This is an optimization exercise on Yosys and OpenROAD, whose aim is small area and a short achievable clock period, not a production implementation.
In this exercise RTL edits were held to simulation tests only and were not proved equivalent to the original.
The flow treats the clock pin as an ideal source, which a real chip does not have.
Power figures rest on the tool's default switching activity, not on a simulated workload.

==> flow/design.v (outline; a module is shown in full before it is edited, if it fits) <==
// module int16to8: 19 lines
// module add_fa: 6 lines
// module add_ha: 6 lines
// module add_xnor: 6 lines
// module add_or: 6 lines
// module mult_core_fast: 5298 lines
module mult_core_fast (
    input                iclk        ,
    input                irst        ,
    input        [71:0]  idata       ,
    input        [71:0]  idata_kernel,
    input                icalc_en    ,
    output logic [7:0]   odata       ,
    output logic         odata_valid
);
  // ...
==> flow/flow/run.sh <==
#!/bin/bash
set -euo pipefail
export BUFFER_PORTS_ARGS="-buffer_cell sky130_fd_sc_hd__buf_1"
bash standard.sh cts > orfs_to_cts.log 2>&1
R=orfs/results/sky130hd/mult_core_fast/base
export SKEW_IN=$R/4_1_cts.odb
export SKEW_OUT=$R/4_1_cts.odb
export SKEW_CLASSES="rp_* sky130_fd_sc_hd__clkdlybuf4s50_1 sky130_fd_sc_hd__clkdlybuf4s50_1 sky130_fd_sc_hd__clkbuf_1 sky130_fd_sc_hd__clkbuf_1 ; rt3_* sky130_fd_sc_hd__clkdlybuf4s50_1 ; rs_* sky130_fd_sc_hd__clkbuf_1"
openroad -no_splash -exit flow/skew.tcl > skew.log 2>&1
cp $R/4_1_cts.odb $R/4_cts.odb
HOLD_SLACK_MARGIN=0.2 SETUP_SLACK_MARGIN=5.65 bash standard.sh > orfs_finish.log 2>&1
==> flow/flow/skew.tcl <==
# Useful skew for internal register-to-register paths.
# Delays the clock of the registers named in SKEW_CLASSES by putting a chain of
# clock buffers between their leaf clock net and their clock pins, one chain per
# leaf net and class. Only registers whose inputs and outputs are other
# registers (no port paths) are listed.
# env: SKEW_IN, SKEW_OUT (odb files), SKEW_CLASSES: "pattern cell cell ... ; pattern cell ..."
# (the listed cells make the delay; a clkbuf sized for the sink count is added last)
read_db $::env(SKEW_IN)
set db [ord::get_db]
set block [ord::get_db_block]
set classes {}
foreach spec [split $::env(SKEW_CLASSES) ";"] {
  set spec [string trim $spec]
  if {$spec eq ""} continue
  lappend classes $spec
}
set n 0
set nets {}
foreach net [$block getNets] {
  if {[$net getSigType] eq "CLOCK"} { lappend nets $net }
}
foreach net $nets {
  foreach spec $classes {
    set pat [lindex $spec 0]
    set cells [lrange $spec 1 end]
    set sinks {}
    foreach it [$net getITerms] {
      if {[[$it getMTerm] getName] ne "CLK"} continue
      if {[string match $pat [[$it getInst] getName]]} { lappend sinks $it }
    }
    if {[llength $sinks] == 0} continue
    # centroid of the sinks
    set sx 0; set sy 0
    foreach it $sinks {
      set b [[$it getInst] getBBox]
      set sx [expr {$sx + [$b xMin]}]; set sy [expr {$sy + [$b yMin]}]
    }
    set cx [expr {int($sx / [llength $sinks])}]; set cy [expr {int($sy / [llength $sinks])}]
    set drv $net
    # the last buffer drives the sinks: size it by their number
    set k [llength $sinks]
    if {$k <= 8} { set last sky130_fd_sc_hd__clkbuf_4 } elseif {$k <= 18} { set last sky130_fd_sc_hd__clkbuf_8 } else { set last sky130_fd_sc_hd__clkbuf_16 }
    foreach cell [concat $cells $last] {
      set m [$db findMaster $cell]
      incr n
      set inst [odb::dbInst_create $block $m "skewbuf_$n"]
      set onet [odb::dbNet_create $block "skewnet_$n"]
      $onet setSigType CLOCK
      [$inst findITerm A] connect $drv
      [$inst findITerm X] connect $onet
      $inst setLocation $cx $cy
      $inst setPlacementStatus PLACED
      set drv $onet
    }
    foreach it $sinks {
      $it disconnect
      $it connect $drv
    }
    puts "skew: net [$net getName] class $pat: [llength $sinks] sinks behind [llength $cells] buffers"
  }
}
detailed_placement
check_placement -verbose
write_db $::env(SKEW_OUT)
==> flow/standard.sh <==
#!/bin/bash
# synth_recipe.tcl (not shown) runs the flow's synth.tcl, then flattens the netlist and writes it again
# the make line also repeats each setting of config.mk as NAME=value (left out here)
make -C /OpenROAD-flow-scripts/flow DESIGN_CONFIG=/design/flow/config.mk WORK_HOME=/design/flow/orfs CLKGATE_MAP_FILE= SYNTH_SCRIPT=/design/flow/synth_recipe.tcl "${@:-finish}"
==> flow/config.mk <==
export PLATFORM = sky130hd
export DESIGN_NAME = mult_core_fast
export DESIGN_NICKNAME = mult_core_fast
export VERILOG_FILES = /design/flow/design.v
export SDC_FILE = /design/flow/constraint.sdc
export NUM_CORES = 4
export LEC_CHECK = 0
export CAP_MARGIN = 20
export CORE_MARGIN = 2
export CORE_UTILIZATION = 65
export CTS_CLUSTER_DIAMETER = 100
export CTS_CLUSTER_SIZE = 30
export SLEW_MARGIN = 20
export SYNTH_HIERARCHICAL = 1
==> flow/constraint.sdc <==
create_clock -name core_clock -period 8.5 [get_ports {iclk}]
set_input_delay 1.7000 -clock core_clock [delete_from_list [all_inputs] [get_ports {iclk}]]
set_output_delay 1.7000 -clock core_clock [all_outputs]
set_load 0.01 [all_outputs]
==> impl_metrics.py, run 1 <==
metrics = {
    "critical_path": {
        "cp-endpoint": "odata[2]",
        "path_class": "reg -> out",
        "r2r-start": "rin_84$_DFF_P_",
        "critPathRequiredTime_ns": 6.80,
    },
    "logic_synthesis": {
        "synth_simple_gate_area_share_pct": 18.1,
        "yosys_warnings": 7,
        "synth_most_common_cell": "nand2_1",
        "ys_ff_latch": 374,
        "synth_area_mm2": 0.0259,
    },
    "floorplan": {
        "die_y_um": 204,
        "initial_utilization_pct": 65.4,
    },
    "sta": {
        "rsz0062_at_grt": "true",
        "tns_ns": 0,
    },
    "layout": {
        "areaGrowthSynthToFinish_pct": 15.8,
        "multi_input_area_share_pct": 59.4,
        "clock_cell_area_share_pct": 1.63,
        "mostFrequentLayoutCells": "nand2_1 (617), fa_1 (375), dfxtp_1 (344)",
    },
    "pwr": {
        "finalPower_mw": 10.4,
    },
    "global_route": {
        "grt_max_degree": 31,
        "grt_pass1_vias": 18800,
        "grt_use_total_pct": 26.5,
    },
    "place": {
        "placed_cells": 3073,
    },
    "routing": {
        "route.met2.wl_mm": 28.9,
    },
    "outcome": {
        "outcome": "timing/DRC/antenna clean",
    },
    "clock_network": {
        "htreeDepth": 1,
    },
}
==> run 2: changes to the inputs <==
--- a/flow/design.v
+++ b/flow/design.v
@@ -2529,52 +2529,52 @@
     logic rpl_2477;
     logic rpl_2478;
     logic rpl_2479;
     logic rpl_2480;
     logic rpl_2481;
     logic rpl_2482;
     logic rpl_2483;
     logic rpl_2484;
-    logic rpl_2485;
-    logic rpl_2486;
-    logic rpl_2487;
-    logic rpl_2488;
-    logic rpl_2489;
-    logic rpl_2490;
-    logic rpl_2491;
-    logic rpl_2492;
-    logic rpl_2493;
-    logic rp_2494;
-    logic rp_2495;
-    logic rp_2496;
-    logic rp_2497;
-    logic rp_2498;
-    logic rp_2499;
-    logic rp_2500;
-    logic rp_2501;
-    logic rp_2502;
-    logic rp_2503;
-    logic rp_2504;
-    logic rp_2505;
-    logic rp_2506;
-    logic rp_2507;
-    logic rp_2508;
-    logic rp_2509;
-    logic rp_2510;
-    logic rp_2511;
-    logic rp_2512;
-    logic rp_2513;
-    logic rp_2514;
-    logic rp_2515;
-    logic rp_2516;
-    logic rp_2517;
-    logic rp_2518;
-    logic rp_2519;
-    logic rp_2520;
+    logic rpm_2485;
+    logic rpm_2486;
+    logic rpm_2487;
+    logic rpm_2488;
+    logic rpm_2489;
+    logic rpm_2490;
+    logic rpm_2491;
+    logic rpm_2492;
+    logic rpm_2493;
+    logic rpm_2494;
+    logic rpm_2495;
+    logic rpm_2496;
+    logic rpm_2497;
+    logic rpm_2498;
+    logic rpm_2499;
+    logic rpm_2500;
+    logic rpm_2501;
+    logic rpm_2502;
+    logic rpm_2503;
+    logic rpm_2504;
+    logic rpm_2505;
+    logic rpm_2506;
+    logic rpm_2507;
+    logic rpm_2508;
+    logic rpm_2509;
+    logic rpm_2510;
+    logic rpm_2511;
+    logic rpm_2512;
+    logic rpm_2513;
+    logic rpm_2514;
+    logic rpm_2515;
+    logic rpm_2516;
+    logic rpm_2517;
+    logic rpm_2518;
+    logic rpm_2519;
+    logic rpm_2520;
     logic rp_2521;
     logic rp_2522;
     logic rp_2523;
     logic rp_2524;
     logic rp_2525;
     logic rp_2526;
     logic rp_2527;
     logic rp_2528;
@@ -4796,89 +4796,89 @@
     assign sum2432 = s2355 ^ gg2408;
     assign sum2433 = s2358 ^ gg2417;
     assign sum2434 = s2361 ^ gg2418;
     assign sum2435 = s2364 ^ gg2419;
     assign sum2436 = s2367 ^ gg2420;
     assign sum2437 = s2370 ^ gg2421;
     assign sum2438 = s2373 ^ gg2422;
     assign sum2439 = 1'b0 ^ gg2423;
-    assign hv2584 = {rp_2503, rp_2502, rp_2501, rp_2500, rp_2499, rp_2498, rp_2497, rp_2496};
-    assign lv2585 = {rp_2495, rp_2494, rpl_2445, rpl_2444, rpl_2443, rpl_2442, rpl_2441, rpl_2440};
+    assign hv2584 = {rp_2527, rp_2526, rp_2525, rp_2524, rp_2523, rp_2522, rp_2521, rpm_2488};
+    assign lv2585 = {rpm_2487, rpm_2486, rpm_2485, rpl_2444, rpl_2443, rpl_2442, rpl_2441, rpl_2440};
     int16to8 u_cmp0 (.ih(hv2584), .il(lv2585), .oc(t2586[8]));
     assign t2586[7:0] = 8'd0;
-    assign hv2587 = {rp_2513, rp_2512, rp_2511, rp_2510, rp_2509, rp_2508, rp_2507, rp_2506};
-    assign lv2588 = {rp_2505, rp_2504, rpl_2451, rpl_2450, rpl_2449, rpl_2448, rpl_2447, rpl_2446};
+    assign hv2587 = {rp_2534, rp_2533, rp_2532, rp_2531, rp_2530, rp_2529, rp_2528, rpm_2492};
+    assign lv2588 = {rpm_2491, rpm_2490, rpm_2489, rpl_2449, rpl_2448, rpl_2447, rpl_2446, rpl_2445};
     int16to8 u_cmp1 (.ih(hv2587), .il(lv2588), .oc(t2589[8]));
     assign t2589[7:0] = 8'd0;
-    assign hv2590 = {rp_2523, rp_2522, rp_2521, rp_2520, rp_2519, rp_2518, rp_2517, rp_2516};
-    assign lv2591 = {rp_2515, rp_2514, rpl_2457, rpl_2456, rpl_2455, rpl_2454, rpl_2453, rpl_2452};
+    assign hv2590 = {rp_2541, rp_2540, rp_2539, rp_2538, rp_2537, rp_2536, rp_2535, rpm_2496};
+    assign lv2591 = {rpm_2495, rpm_2494, rpm_2493, rpl_2454, rpl_2453, rpl_2452, rpl_2451, rpl_2450};
     int16to8 u_cmp2 (.ih(hv2590), .il(lv2591), .oc(t2592[8]));
     assign t2592[7:0] = 8'd0;
-    assign hv2593 = {rp_2533, rp_2532, rp_2531, rp_2530, rp_2529, rp_2528, rp_2527, rp_2526};
-    assign lv2594 = {rp_2525, rp_2524, rpl_2463, rpl_2462, rpl_2461, rpl_2460, rpl_2459, rpl_2458};
+    assign hv2593 = {rp_2548, rp_2547, rp_2546, rp_2545, rp_2544, rp_2543, rp_2542, rpm_2500};
+    assign lv2594 = {rpm_2499, rpm_2498, rpm_2497, rpl_2459, rpl_2458, rpl_2457, rpl_2456, rpl_2455};
     int16to8 u_cmp3 (.ih(hv2593), .il(lv2594), .oc(t2595[8]));
     assign t2595[7:0] = 8'd0;
-    assign hv2596 = {rp_2543, rp_2542, rp_2541, rp_2540, rp_2539, rp_2538, rp_2537, rp_2536};
-    assign lv2597 = {rp_2535, rp_2534, rpl_2469, rpl_2468, rpl_2467, rpl_2466, rpl_2465, rpl_2464};
+    assign hv2596 = {rp_2555, rp_2554, rp_2553, rp_2552, rp_2551, rp_2550, rp_2549, rpm_2504};
+    assign lv2597 = {rpm_2503, rpm_2502, rpm_2501, rpl_2464, rpl_2463, rpl_2462, rpl_2461, rpl_2460};
     int16to8 u_cmp4 (.ih(hv2596), .il(lv2597), .oc(t2598[8]));
     assign t2598[7:0] = 8'd0;
-    assign hv2599 = {rp_2553, rp_2552, rp_2551, rp_2550, rp_2549, rp_2548, rp_2547, rp_2546};
-    assign lv2600 = {rp_2545, rp_2544, rpl_2475, rpl_2474, rpl_2473, rpl_2472, rpl_2471, rpl_2470};
+    assign hv2599 = {rp_2562, rp_2561, rp_2560, rp_2559, rp_2558, rp_2557, rp_2556, rpm_2508};
+    assign lv2600 = {rpm_2507, rpm_2506, rpm_2505, rpl_2469, rpl_2468, rpl_2467, rpl_2466, rpl_2465};
     int16to8 u_cmp5 (.ih(hv2599), .il(lv2600), .oc(t2601[8]));
     assign t2601[7:0] = 8'd0;
-    assign hv2602 = {rp_2563, rp_2562, rp_2561, rp_2560, rp_2559, rp_2558, rp_2557, rp_2556};
-    assign lv2603 = {rp_2555, rp_2554, rpl_2481, rpl_2480, rpl_2479, rpl_2478, rpl_2477, rpl_2476};
+    assign hv2602 = {rp_2569, rp_2568, rp_2567, rp_2566, rp_2565, rp_2564, rp_2563, rpm_2512};
+    assign lv2603 = {rpm_2511, rpm_2510, rpm_2509, rpl_2474, rpl_2473, rpl_2472, rpl_2471, rpl_2470};
     int16to8 u_cmp6 (.ih(hv2602), .il(lv2603), .oc(t2604[8]));
     assign t2604[7:0] = 8'd0;
-    assign hv2605 = {rp_2573, rp_2572, rp_2571, rp_2570, rp_2569, rp_2568, rp_2567, rp_2566};
-    assign lv2606 = {rp_2565, rp_2564, rpl_2487, rpl_2486, rpl_2485, rpl_2484, rpl_2483, rpl_2482};
+    assign hv2605 = {rp_2576, rp_2575, rp_2574, rp_2573, rp_2572, rp_2571, rp_2570, rpm_2516};
+    assign lv2606 = {rpm_2515, rpm_2514, rpm_2513, rpl_2479, rpl_2478, rpl_2477, rpl_2476, rpl_2475};
     int16to8 u_cmp7 (.ih(hv2605), .il(lv2606), .oc(t2607[8]));
     assign t2607[7:0] = 8'd0;
-    assign hv2608 = {rp_2583, rp_2582, rp_2581, rp_2580, rp_2579, rp_2578, rp_2577, rp_2576};
-    assign lv2609 = {rp_2575, rp_2574, rpl_2493, rpl_2492, rpl_2491, rpl_2490, rpl_2489, rpl_2488};
+    assign hv2608 = {rp_2583, rp_2582, rp_2581, rp_2580, rp_2579, rp_2578, rp_2577, rpm_2520};
+    assign lv2609 = {rpm_2519, rpm_2518, rpm_2517, rpl_2484, rpl_2483, rpl_2482, rpl_2481, rpl_2480};
     int16to8 u_cmp8 (.ih(hv2608), .il(lv2609), .oc(t2610[8]));
     assign t2610[7:0] = 8'd0;
-    add_fa u_s2611 (.a(rp_2496), .b(rp_2506), .c(rp_2516), .s(s2611), .co(c2612));
-    add_fa u_s2613 (.a(rp_2526), .b(rp_2536), .c(rp_2546), .s(s2613), .co(c2614));
-    add_ha u_s2615 (.a(rp_2556), .b(rp_2566), .s(s2615), .co(c2616));
-    add_fa u_s2617 (.a(rp_2576), .b(s2615), .c(s2611), .s(s2617), .co(c2618));
+    add_fa u_s2611 (.a(rpm_2488), .b(rpm_2492), .c(rpm_2496), .s(s2611), .co(c2612));
+    add_fa u_s2613 (.a(rpm_2500), .b(rpm_2504), .c(rpm_2508), .s(s2613), .co(c2614));
+    add_ha u_s2615 (.a(rpm_2512), .b(rpm_2516), .s(s2615), .co(c2616));
+    add_fa u_s2617 (.a(rpm_2520), .b(s2615), .c(s2611), .s(s2617), .co(c2618));
     add_fa u_s2619 (.a(s2613), .b(t2586[8]), .c(t2589[8]), .s(s2619), .co(c2620));
-    add_fa u_s2621 (.a(rp_2497), .b(rp_2507), .c(rp_2517), .s(s2621), .co(c2622));
-    add_fa u_s2623 (.a(rp_2527), .b(rp_2537), .c(rp_2547), .s(s2623), .co(c2624));
-    add_ha u_s2625 (.a(rp_2557), .b(rp_2567), .s(s2625), .co(c2626));
-    add_fa u_s2627 (.a(rp_2498), .b(rp_2508), .c(rp_2518), .s(s2627), .co(c2628));
-    add_ha u_s2629 (.a(rp_2528), .b(rp_2538), .s(s2629), .co(c2630));
-    add_fa u_s2631 (.a(rp_2499), .b(rp_2509), .c(rp_2519), .s(s2631), .co(c2632));
-    add_ha u_s2633 (.a(rp_2500), .b(rp_2510), .s(s2633), .co(c2634));
-    add_ha u_s2635 (.a(rp_2501), .b(rp_2511), .s(s2635), .co(c2636));
-    add_ha u_s2637 (.a(rp_2502), .b(rp_2512), .s(s2637), .co(c2638));
-    add_ha u_s2639 (.a(rp_2503), .b(rp_2513), .s(s2639), .co(c2640));
+    add_fa u_s2621 (.a(rp_2521), .b(rp_2528), .c(rp_2535), .s(s2621), .co(c2622));
+    add_fa u_s2623 (.a(rp_2542), .b(rp_2549), .c(rp_2556), .s(s2623), .co(c2624));
+    add_ha u_s2625 (.a(rp_2563), .b(rp_2570), .s(s2625), .co(c2626));
+    add_fa u_s2627 (.a(rp_2522), .b(rp_2529), .c(rp_2536), .s(s2627), .co(c2628));
+    add_ha u_s2629 (.a(rp_2543), .b(rp_2550), .s(s2629), .co(c2630));
+    add_fa u_s2631 (.a(rp_2523), .b(rp_2530), .c(rp_2537), .s(s2631), .co(c2632));
+    add_ha u_s2633 (.a(rp_2524), .b(rp_2531), .s(s2633), .co(c2634));
+    add_ha u_s2635 (.a(rp_2525), .b(rp_2532), .s(s2635), .co(c2636));
+    add_ha u_s2637 (.a(rp_2526), .b(rp_2533), .s(s2637), .co(c2638));
+    add_ha u_s2639 (.a(rp_2527), .b(rp_2534), .s(s2639), .co(c2640));
     add_fa u_s2641 (.a(t2592[8]), .b(t2595[8]), .c(t2598[8]), .s(s2641), .co(c2642));
     add_ha u_s2643 (.a(t2601[8]), .b(t2604[8]), .s(s2643), .co(c2644));
     add_fa u_s2645 (.a(rp_2577), .b(s2625), .c(c2616), .s(s2645), .co(c2646));
     add_fa u_s2647 (.a(c2612), .b(c2614), .c(s2621), .s(s2647), .co(c2648));
     add_ha u_s2649 (.a(s2623), .b(c2618), .s(s2649), .co(c2650));
-    add_fa u_s2651 (.a(rp_2548), .b(rp_2558), .c(rp_2568), .s(s2651), .co(c2652));
+    add_fa u_s2651 (.a(rp_2557), .b(rp_2564), .c(rp_2571), .s(s2651), .co(c2652));
     add_fa u_s2653 (.a(rp_2578), .b(c2626), .c(s2629), .s(s2653), .co(c2654));
     add_fa u_s2655 (.a(c2622), .b(c2624), .c(s2627), .s(s2655), .co(c2656));
-    add_fa u_s2657 (.a(rp_2529), .b(rp_2539), .c(rp_2549), .s(s2657), .co(c2658));
-    add_fa u_s2659 (.a(rp_2559), .b(rp_2569), .c(rp_2579), .s(s2659), .co(c2660));
+    add_fa u_s2657 (.a(rp_2544), .b(rp_2551), .c(rp_2558), .s(s2657), .co(c2658));
+    add_fa u_s2659 (.a(rp_2565), .b(rp_2572), .c(rp_2579), .s(s2659), .co(c2660));
     add_fa u_s2661 (.a(c2630), .b(c2628), .c(s2631), .s(s2661), .co(c2662));
-    add_fa u_s2663 (.a(rp_2520), .b(rp_2530), .c(rp_2540), .s(s2663), .co(c2664));
-    add_fa u_s2665 (.a(rp_2550), .b(rp_2560), .c(rp_2570), .s(s2665), .co(c2666));
+    add_fa u_s2663 (.a(rp_2538), .b(rp_2545), .c(rp_2552), .s(s2663), .co(c2664));
+    add_fa u_s2665 (.a(rp_2559), .b(rp_2566), .c(rp_2573), .s(s2665), .co(c2666));
     add_fa u_s2667 (.a(rp_2580), .b(s2633), .c(c2632), .s(s2667), .co(c2668));
-    add_fa u_s2669 (.a(rp_2521), .b(rp_2531), .c(rp_2541), .s(s2669), .co(c2670));
-    add_fa u_s2671 (.a(rp_2551), .b(rp_2561), .c(rp_2571), .s(s2671), .co(c2672));
+    add_fa u_s2669 (.a(rp_2539), .b(rp_2546), .c(rp_2553), .s(s2669), .co(c2670));
+    add_fa u_s2671 (.a(rp_2560), .b(rp_2567), .c(rp_2574), .s(s2671), .co(c2672));
     add_fa u_s2673 (.a(rp_2581), .b(c2634), .c(s2635), .s(s2673), .co(c2674));
-    add_fa u_s2675 (.a(rp_2522), .b(rp_2532), .c(rp_2542), .s(s2675), .co(c2676));
-    add_fa u_s2677 (.a(rp_2552), .b(rp_2562), .c(rp_2572), .s(s2677), .co(c2678));
+    add_fa u_s2675 (.a(rp_2540), .b(rp_2547), .c(rp_2554), .s(s2675), .co(c2676));
+    add_fa u_s2677 (.a(rp_2561), .b(rp_2568), .c(rp_2575), .s(s2677), .co(c2678));
     add_fa u_s2679 (.a(rp_2582), .b(c2636), .c(s2637), .s(s2679), .co(c2680));
-    add_fa u_s2681 (.a(rp_2523), .b(rp_2533), .c(rp_2543), .s(s2681), .co(c2682));
-    add_fa u_s2683 (.a(rp_2553), .b(rp_2563), .c(rp_2573), .s(s2683), .co(c2684));
+    add_fa u_s2681 (.a(rp_2541), .b(rp_2548), .c(rp_2555), .s(s2681), .co(c2682));
+    add_fa u_s2683 (.a(rp_2562), .b(rp_2569), .c(rp_2576), .s(s2683), .co(c2684));
     add_fa u_s2685 (.a(rp_2583), .b(c2638), .c(s2639), .s(s2685), .co(c2686));
     add_fa u_s2739 (.a(rt3_2687), .b(rt3_2688), .c(rt3_2689), .s(s2739), .co(c2740));
     add_fa u_s2741 (.a(rt3_2693), .b(rt3_2694), .c(rt3_2695), .s(s2741), .co(c2742));
     add_ha u_s2743 (.a(rt3_2696), .b(rt3_2697), .s(s2743), .co(c2744));
     add_fa u_s2745 (.a(rt3_2699), .b(rt3_2700), .c(rt3_2701), .s(s2745), .co(c2746));
     add_fa u_s2747 (.a(rt3_2702), .b(rt3_2703), .c(rt3_2704), .s(s2747), .co(c2748));
     add_fa u_s2749 (.a(rt3_2705), .b(rt3_2706), .c(rt3_2707), .s(s2749), .co(c2750));
     add_fa u_s2751 (.a(rt3_2708), .b(rt3_2709), .c(rt3_2710), .s(s2751), .co(c2752));
@@ -5105,148 +5105,148 @@
         rin_142 <= idata_kernel[69];
         rin_143 <= idata_kernel[70];
         rin_144 <= idata_kernel[71];
         rpl_2440 <= p1477;
         rpl_2441 <= sum1569;
         rpl_2442 <= sum1570;
         rpl_2443 <= sum1571;
         rpl_2444 <= sum1572;
-        rpl_2445 <= sum1573;
-        rpl_2446 <= p1584;
-        rpl_2447 <= sum1676;
-        rpl_2448 <= sum1677;
-        rpl_2449 <= sum1678;
-        rpl_2450 <= sum1679;
-        rpl_2451 <= sum1680;
-        rpl_2452 <= p1691;
-        rpl_2453 <= sum1783;
-        rpl_2454 <= sum1784;
-        rpl_2455 <= sum1785;
-        rpl_2456 <= sum1786;
-        rpl_2457 <= sum1787;
-        rpl_2458 <= p1798;
-        rpl_2459 <= sum1890;
-        rpl_2460 <= sum1891;
-        rpl_2461 <= sum1892;
-        rpl_2462 <= sum1893;
-        rpl_2463 <= sum1894;
-        rpl_2464 <= p1905;
-        rpl_2465 <= sum1997;
-        rpl_2466 <= sum1998;
-        rpl_2467 <= sum1999;
-        rpl_2468 <= sum2000;
-        rpl_2469 <= sum2001;
-        rpl_2470 <= p2012;
-        rpl_2471 <= sum2104;
-        rpl_2472 <= sum2105;
-        rpl_2473 <= sum2106;
-        rpl_2474 <= sum2107;
-        rpl_2475 <= sum2108;
-        rpl_2476 <= p2119;
-        rpl_2477 <= sum2211;
-        rpl_2478 <= sum2212;
-        rpl_2479 <= sum2213;
-        rpl_2480 <= sum2214;
-        rpl_2481 <= sum2215;
-        rpl_2482 <= p2226;
-        rpl_2483 <= sum2318;
-        rpl_2484 <= sum2319;
-        rpl_2485 <= sum2320;
-        rpl_2486 <= sum2321;
-        rpl_2487 <= sum2322;
-        rpl_2488 <= p2333;
-        rpl_2489 <= sum2425;
-        rpl_2490 <= sum2426;
-        rpl_2491 <= sum2427;
-        rpl_2492 <= sum2428;
-        rpl_2493 <= sum2429;
-        rp_2494 <= sum1574;
-        rp_2495 <= sum1575;
-        rp_2496 <= sum1576;
-        rp_2497 <= sum1577;
-        rp_2498 <= sum1578;
-        rp_2499 <= sum1579;
-        rp_2500 <= sum1580;
-        rp_2501 <= sum1581;
-        rp_2502 <= sum1582;
-        rp_2503 <= sum1583;
-        rp_2504 <= sum1681;
-        rp_2505 <= sum1682;
-        rp_2506 <= sum1683;
-        rp_2507 <= sum1684;
-        rp_2508 <= sum1685;
-        rp_2509 <= sum1686;
-        rp_2510 <= sum1687;
-        rp_2511 <= sum1688;
-        rp_2512 <= sum1689;
-        rp_2513 <= sum1690;
-        rp_2514 <= sum1788;
-        rp_2515 <= sum1789;
-        rp_2516 <= sum1790;
-        rp_2517 <= sum1791;
-        rp_2518 <= sum1792;
-        rp_2519 <= sum1793;
-        rp_2520 <= sum1794;
-        rp_2521 <= sum1795;
-        rp_2522 <= sum1796;
-        rp_2523 <= sum1797;
-        rp_2524 <= sum1895;
-        rp_2525 <= sum1896;
-        rp_2526 <= sum1897;
-        rp_2527 <= sum1898;
-        rp_2528 <= sum1899;
-        rp_2529 <= sum1900;
-        rp_2530 <= sum1901;
-        rp_2531 <= sum1902;
-        rp_2532 <= sum1903;
-        rp_2533 <= sum1904;
-        rp_2534 <= sum2002;
-        rp_2535 <= sum2003;
-        rp_2536 <= sum2004;
-        rp_2537 <= sum2005;
-        rp_2538 <= sum2006;
-        rp_2539 <= sum2007;
-        rp_2540 <= sum2008;
-        rp_2541 <= sum2009;
-        rp_2542 <= sum2010;
-        rp_2543 <= sum2011;
-        rp_2544 <= sum2109;
-        rp_2545 <= sum2110;
-        rp_2546 <= sum2111;
-        rp_2547 <= sum2112;
-        rp_2548 <= sum2113;
-        rp_2549 <= sum2114;
-        rp_2550 <= sum2115;
-        rp_2551 <= sum2116;
-        rp_2552 <= sum2117;
-        rp_2553 <= sum2118;
-        rp_2554 <= sum2216;
-        rp_2555 <= sum2217;
-        rp_2556 <= sum2218;
-        rp_2557 <= sum2219;
-        rp_2558 <= sum2220;
-        rp_2559 <= sum2221;
-        rp_2560 <= sum2222;
-        rp_2561 <= sum2223;
-        rp_2562 <= sum2224;
-        rp_2563 <= sum2225;
-        rp_2564 <= sum2323;
-        rp_2565 <= sum2324;
-        rp_2566 <= sum2325;
-        rp_2567 <= sum2326;
-        rp_2568 <= sum2327;
-        rp_2569 <= sum2328;
-        rp_2570 <= sum2329;
-        rp_2571 <= sum2330;
-        rp_2572 <= sum2331;
-        rp_2573 <= sum2332;
-        rp_2574 <= sum2430;
-        rp_2575 <= sum2431;
-        rp_2576 <= sum2432;
+        rpl_2445 <= p1584;
+        rpl_2446 <= sum1676;
+        rpl_2447 <= sum1677;
+        rpl_2448 <= sum1678;
+        rpl_2449 <= sum1679;
+        rpl_2450 <= p1691;
+        rpl_2451 <= sum1783;
+        rpl_2452 <= sum1784;
+        rpl_2453 <= sum1785;
+        rpl_2454 <= sum1786;
+        rpl_2455 <= p1798;
+        rpl_2456 <= sum1890;
+        rpl_2457 <= sum1891;
+        rpl_2458 <= sum1892;
+        rpl_2459 <= sum1893;
+        rpl_2460 <= p1905;
+        rpl_2461 <= sum1997;
+        rpl_2462 <= sum1998;
+        rpl_2463 <= sum1999;
+        rpl_2464 <= sum2000;
+        rpl_2465 <= p2012;
+        rpl_2466 <= sum2104;
+        rpl_2467 <= sum2105;
+        rpl_2468 <= sum2106;
+        rpl_2469 <= sum2107;
+        rpl_2470 <= p2119;
+        rpl_2471 <= sum2211;
+        rpl_2472 <= sum2212;
+        rpl_2473 <= sum2213;
+        rpl_2474 <= sum2214;
+        rpl_2475 <= p2226;
+        rpl_2476 <= sum2318;
+        rpl_2477 <= sum2319;
+        rpl_2478 <= sum2320;
+        rpl_2479 <= sum2321;
+        rpl_2480 <= p2333;
+        rpl_2481 <= sum2425;
+        rpl_2482 <= sum2426;
+        rpl_2483 <= sum2427;
+        rpl_2484 <= sum2428;
+        rpm_2485 <= sum1573;
+        rpm_2486 <= sum1574;
+        rpm_2487 <= sum1575;
+        rpm_2488 <= sum1576;
+        rpm_2489 <= sum1680;
+        rpm_2490 <= sum1681;
+        rpm_2491 <= sum1682;
+        rpm_2492 <= sum1683;
+        rpm_2493 <= sum1787;
+        rpm_2494 <= sum1788;
+        rpm_2495 <= sum1789;
+        rpm_2496 <= sum1790;
+        rpm_2497 <= sum1894;
+        rpm_2498 <= sum1895;
+        rpm_2499 <= sum1896;
+        rpm_2500 <= sum1897;
+        rpm_2501 <= sum2001;
+        rpm_2502 <= sum2002;
+        rpm_2503 <= sum2003;
+        rpm_2504 <= sum2004;
+        rpm_2505 <= sum2108;
+        rpm_2506 <= sum2109;
+        rpm_2507 <= sum2110;
+        rpm_2508 <= sum2111;
+        rpm_2509 <= sum2215;
+        rpm_2510 <= sum2216;
+        rpm_2511 <= sum2217;
+        rpm_2512 <= sum2218;
+        rpm_2513 <= sum2322;
+        rpm_2514 <= sum2323;
+        rpm_2515 <= sum2324;
+        rpm_2516 <= sum2325;
+        rpm_2517 <= sum2429;
+        rpm_2518 <= sum2430;
+        rpm_2519 <= sum2431;
+        rpm_2520 <= sum2432;
+        rp_2521 <= sum1577;
+        rp_2522 <= sum1578;
+        rp_2523 <= sum1579;
+        rp_2524 <= sum1580;
+        rp_2525 <= sum1581;
+        rp_2526 <= sum1582;
+        rp_2527 <= sum1583;
+        rp_2528 <= sum1684;
+        rp_2529 <= sum1685;
+        rp_2530 <= sum1686;
+        rp_2531 <= sum1687;
+        rp_2532 <= sum1688;
+        rp_2533 <= sum1689;
+        rp_2534 <= sum1690;
+        rp_2535 <= sum1791;
+        rp_2536 <= sum1792;
+        rp_2537 <= sum1793;
+        rp_2538 <= sum1794;
+        rp_2539 <= sum1795;
+        rp_2540 <= sum1796;
+        rp_2541 <= sum1797;
+        rp_2542 <= sum1898;
+        rp_2543 <= sum1899;
+        rp_2544 <= sum1900;
+        rp_2545 <= sum1901;
+        rp_2546 <= sum1902;
+        rp_2547 <= sum1903;
+        rp_2548 <= sum1904;
+        rp_2549 <= sum2005;
+        rp_2550 <= sum2006;
+        rp_2551 <= sum2007;
+        rp_2552 <= sum2008;
+        rp_2553 <= sum2009;
+        rp_2554 <= sum2010;
+        rp_2555 <= sum2011;
+        rp_2556 <= sum2112;
+        rp_2557 <= sum2113;
+        rp_2558 <= sum2114;
+        rp_2559 <= sum2115;
+        rp_2560 <= sum2116;
+        rp_2561 <= sum2117;
+        rp_2562 <= sum2118;
+        rp_2563 <= sum2219;
+        rp_2564 <= sum2220;
+        rp_2565 <= sum2221;
+        rp_2566 <= sum2222;
+        rp_2567 <= sum2223;
+        rp_2568 <= sum2224;
+        rp_2569 <= sum2225;
+        rp_2570 <= sum2326;
+        rp_2571 <= sum2327;
+        rp_2572 <= sum2328;
+        rp_2573 <= sum2329;
+        rp_2574 <= sum2330;
+        rp_2575 <= sum2331;
+        rp_2576 <= sum2332;
         rp_2577 <= sum2433;
         rp_2578 <= sum2434;
         rp_2579 <= sum2435;
         rp_2580 <= sum2436;
         rp_2581 <= sum2437;
         rp_2582 <= sum2438;
         rp_2583 <= sum2439;
         rt3_2687 <= s2641;
==> flow/flow/run.sh (replaced) <==
#!/bin/bash
set -euo pipefail
export BUFFER_PORTS_ARGS="-buffer_cell sky130_fd_sc_hd__buf_1"
bash standard.sh cts > orfs_to_cts.log 2>&1
R=orfs/results/sky130hd/mult_core_fast/base
export SKEW_IN=$R/4_1_cts.odb
export SKEW_OUT=$R/4_1_cts.odb
export SKEW_CLASSES="rpm_* sky130_fd_sc_hd__clkdlybuf4s50_1 ; rp_* sky130_fd_sc_hd__clkdlybuf4s50_1 sky130_fd_sc_hd__clkdlybuf4s50_1 sky130_fd_sc_hd__clkbuf_1 ; rt3_* sky130_fd_sc_hd__clkdlybuf4s50_1 ; rs_* sky130_fd_sc_hd__clkbuf_1"
openroad -no_splash -exit flow/skew.tcl > skew.log 2>&1
cp $R/4_1_cts.odb $R/4_cts.odb
HOLD_SLACK_MARGIN=0.1 SETUP_SLACK_MARGIN=5.65 bash standard.sh > orfs_finish.log 2>&1
==> run 2 against run 1 <==
Synthesized cell count unchanged. Clock skew down 0.15 ns. Global-route usage up 0.39 points. Worst setup slack worse by 0.0051 ns. Clock-buffer cell count up 1. Cell area down 3.4%. Flip-flop and latch count unchanged. First-iteration DRC count down 13%. Register-to-register slack about the same. Power down 4.0%. Hold slack worse by 0.11 ns. Die area unchanged. Largest cell class unchanged.
==> impl_metrics.py, run 2 <==
metrics = {
    "global_route": {
        "grt_pass1_vias": 19300,
        "overflow": 0,
        "grt_max_degree": 24,
        "grt_use_total_pct": 26.9,
        "grt_antenna_before_repair": 0,
        "grt_pass1_wl_mm": 90.7,
    },
    "layout": {
        "antenna_cells": 0,
        "drive_gt1_share_pct": 7.89,
        "final_common_cell": "nand2_1",
        "largest_reg_flops": 5,
        "largest_register": "valid_pipe",
        "areaGrowthSynthToFinish_pct": 11.8,
        "nets": 3416,
        "mostFrequentLayoutCells": "nand2_1 (617), fa_1 (375), dfxtp_1 (273)",
    },
    "routing": {
        "final_antenna_net_count": 0,
        "drt_iter0_drc": 970,
        "via_per_inst": 5.67,
        "drcViolationCount": 0,
        "drtPass1Iterations": 5,
        "wire_per_inst_um": 16.7,
        "vias": 18600,
        "wl_mm": 54.9,
    },
    "sta": {
        "slew_viol_final": 0,
        "rsz0062_at_grt": "true",
        "finalHoldViolCount": 0,
        "period_minus_slack_ns": 2.79,
        "setup_viol": 0,
        "final.period_utilization_pct": 32.9,
        "worst_slew_margin_rel_pct": 72.2,
        "finalClockSkew_ns": 1.24,
        "tightestPinTransition_ns": 0.418,
        "tns_ns": 0,
        "fmax_ghz": 0.358,
        "whs_ns": 0.00988,
    },
    "clock_network": {
        "clkTransAtPathRegs_ns": 0.10,
        "clkSinkCount": 374,
        "cts_made_buffers": 18,
        "root_buffer": "clkbuf_16",
        "post_cts_buffers": 0,
        "clock_latency_ns": 1.76,
        "cts_buffer_depth": 3,
        "htreeDepth": 1,
        "tritoncts": "done",
    },
    "critical_path": {
        "start_kind": "flop",
        "critPathRequiredTime_ns": 9.55,
        "crit_arrival_ns": 3.85,
        "critPathMaxStageDelay_ns": 0.56,
        "crit_slowest_cell": "fa_1",
        "endpoint_kind": "flop",
        "r2r-start": "rin_29$_DFF_P_",
        "reg2reg_to": "rpm_2492$_DFF_P_",
        "critPathMaxFanout": 8,
        "path_cells": "nand2_1 -> fa_1 -> fa_1 -> fa_1 -> ha_1 -> and2b_1 -> mux2_2 -> o22a_4 -> xnor2_1",
        "cp_common_cell": "fa_1",
        "path_class": "reg -> reg",
        "ff2ff_path_depth": 9,
        "r2r_setup_slack_ns": 5.71,
    },
    "logic_synthesis": {
        "synth_largest_area_cell": "fa_1",
        "yosysTopAreaCellShare_pct": 29.0,
        "ys_ff_latch": 374,
        "synth_most_common_cell": "nand2_1",
        "synth.distinct_cells": 50,
        "synth_ff_type": "dfxtp_1",
        "synth_area_mm2": 0.0259,
        "synth_area_leaders": "fa_1 (29%), dfxtp_1 (29%), nand2_1 (9.0%)",
        "synthCells": 2542,
        "yosys_warnings": 7,
        "synth_nets": 3215,
        "synth-edff-count": 0,
        "synth_common_cells": "nand2_1 (617), fa_1 (375), dfxtp_1 (374)",
        "synthArstFlopShare_pct": 0,
        "synth_area_per_cell_um2": 10.2,
        "ys_seq_area_share_pct": 28.9,
    },
    "min_path": {
        "hold_end": "rp_2541$_DFF_P_",
        "min_from": "rin_46$_DFF_P_",
        "hold_path_depth": 7,
        "holdCritPathClass": "reg -> reg",
    },
    "floorplan": {
        "initial_utilization_pct": 65.4,
        "rows": 73,
        "dieArea_mm2": 0.0414,
        "die_y_um": 204,
        "chipWidth_um": 204,
        "coreArea_mm2": 0.0395,
        "io_pins": 156,
    },
    "place": {
        "place_congestion": 0.903,
        "hpwl_mm": 41.8,
        "io_buffers": 155,
    },
    "outcome": {
        "outcome": "timing/DRC/antenna clean",
    },
    "pwr": {
        "ir_drop_mv": 0.190,
        "power.density_mw_per_mm2": 345,
        "power_leakage_nw": 10.8,
    },
    "run": {
        "cap_violations": 0,
    },
}
-- run 2: critical path: cells and delay by family (launching register included) --
| kind | cells | cell delay [ns] |
|---|---|---|
| AO/OA/AOI/OAI | 1 | 0.24 |
| XOR/XNOR | 1 | 0.12 |
| adder cells (fa/ha/maj) | 4 | 1.81 |
| flip-flops | 1 | 0.50 |
| multiplexers | 1 | 0.29 |
| AND/OR/NAND/NOR | 2 | 0.35 |
-- run 2: kinds of logic (layout without fill, tap and decap cells) --
family,after synthesis,count (layout),share of synthesized area [%]
and+or+nand+nor,1019,1019,18.1
AOI/OAI and AO/OA,269,269,7.15
muxes,30,30,1.20
xor gates and xnor gates,163,163,5.52
DFF,374,374,28.9
adders and majority gates,535,535,36.7
buffers and inverters,152,360,2.35
-- run 2: layout make-up --
class	instances	area, µm²
repair buffers	246	1490
multi-input cells	2016	17800
well taps	525	657
clock inverters	8	121
clock buffers	19	475
flip-flops and latches	374	7640
inverters	3	11.3
plain buffers	84	701
fillers	2920	10600
-- run 2: worst max path at each step --
stage | startpoint | end | cells after the start
global route | rin_66$_DFF_P_ | rp_2555$_DFF_P_ | 11
global placement | rin_20$_DFF_P_ | rp_2533$_DFF_P_ | 11
CTS | rin_48$_DFF_P_ | rp_2540$_DFF_P_ | 11
finish | rin_29$_DFF_P_ | rpm_2492$_DFF_P_ | 9
floorplan | rin_34$_DFF_P_ | rp_2540$_DFF_P_ | 12
detailed placement | rin_34$_DFF_P_ | rp_2540$_DFF_P_ | 11
-- run 2: power breakdown --
part / switching (mW) / total, mW / internal, mW
clock: 0.763 / 1.74 / 0.973
combinational: 2.79 / 5.26 / 2.46
sequential: 0.544 / 2.97 / 2.43
total: 4.10 / 9.97 / 5.87
-- run 2: timing repair --
action / in CTS / in global routing
resized for setup: 0 / 124
hold buffers: 0 / 91
hold endpoints to repair: 0 / 38
setup endpoints to repair: 0 / 43
-- run 2: per-layer routing --
| metal | up-vias | global-route usage [%] | share of wire (%) |
|---|---|---|---|
| li1 | 8821 | - | - |
| met1 | 9250 | 35.9 | 44 |
| met2 | 397 | 46.5 | 51 |
| met3 | 85 | 2.89 | 3.6 |
| met4 | 0 | 8.32 | 1.9 |
| met5 | - | 0 | 0 |
-- run 2: per-stage QoR --
stage                     std cells  total power, mW  setup slack [ns]  area (µm²)  util [%]
after detailed placement       3073             8.09              4.49       26500      67.0
after global placement         3073             7.93              4.58       26500      67.0
final                          3275             9.97              5.71       28900      73.1
after floorplan                2542             6.82              4.74       25900         -
after global routing           3275             10.9              5.61       28900      73.1
after CTS                      3100             9.21              4.40       27100      68.5
-- run 2: modules after synthesis, one instance, submodules excluded --
| module | copies in the design | cells inside | flip-flops and latches | cell area, µm² |
|---|---|---|---|---|
| int16to8 | 9 | 17 | 0 | 96.3 |
| add_xnor | 63 | 1 | 0 | 8.76 |
| mult_core_fast | 1 | 1739 | 374 | 14700 |
| add_fa | 375 | 1 | 0 | 20.0 |
| add_or | 63 | 1 | 0 | 6.26 |
| add_ha | 149 | 1 | 0 | 12.5 |

[static timing again, ports no longer ideal]
The results above use ideal ports. As a check the final layouts listed here were re-extracted and re-timed, cells and wires unchanged. Step 1, drivers: a clkbuf_16 drives iclk and a buf_2 each remaining input, both assumed. Step 2, shift: input delay + t, output delay - t, t = (earliest + latest rising clock arrival at the registers) / 2. This alone moves slack from input paths to output paths. Slacks: no drivers / after step 1 / after step 2; pairs: no drivers / after step 1.
run | shift t [ns] | setup WS [ns] | worst hold slack (ns) | latest minus earliest clock arrival (ns) | pins driven straight from the clock port
run 1 | 1.255 | 5.710 / 5.651 / 5.720 | 0.115 / 0.115 / 0.115 | 1.414 / 1.414 | 1
run 2 | 1.196 | 5.705 / 5.668 / 5.705 | 0.010 / 0.010 / 0.010 | 1.278 / 1.277 | 1
Clock arrivals are far apart in run 1 and run 2, so t is only a midpoint there and step 2 fits no single register.
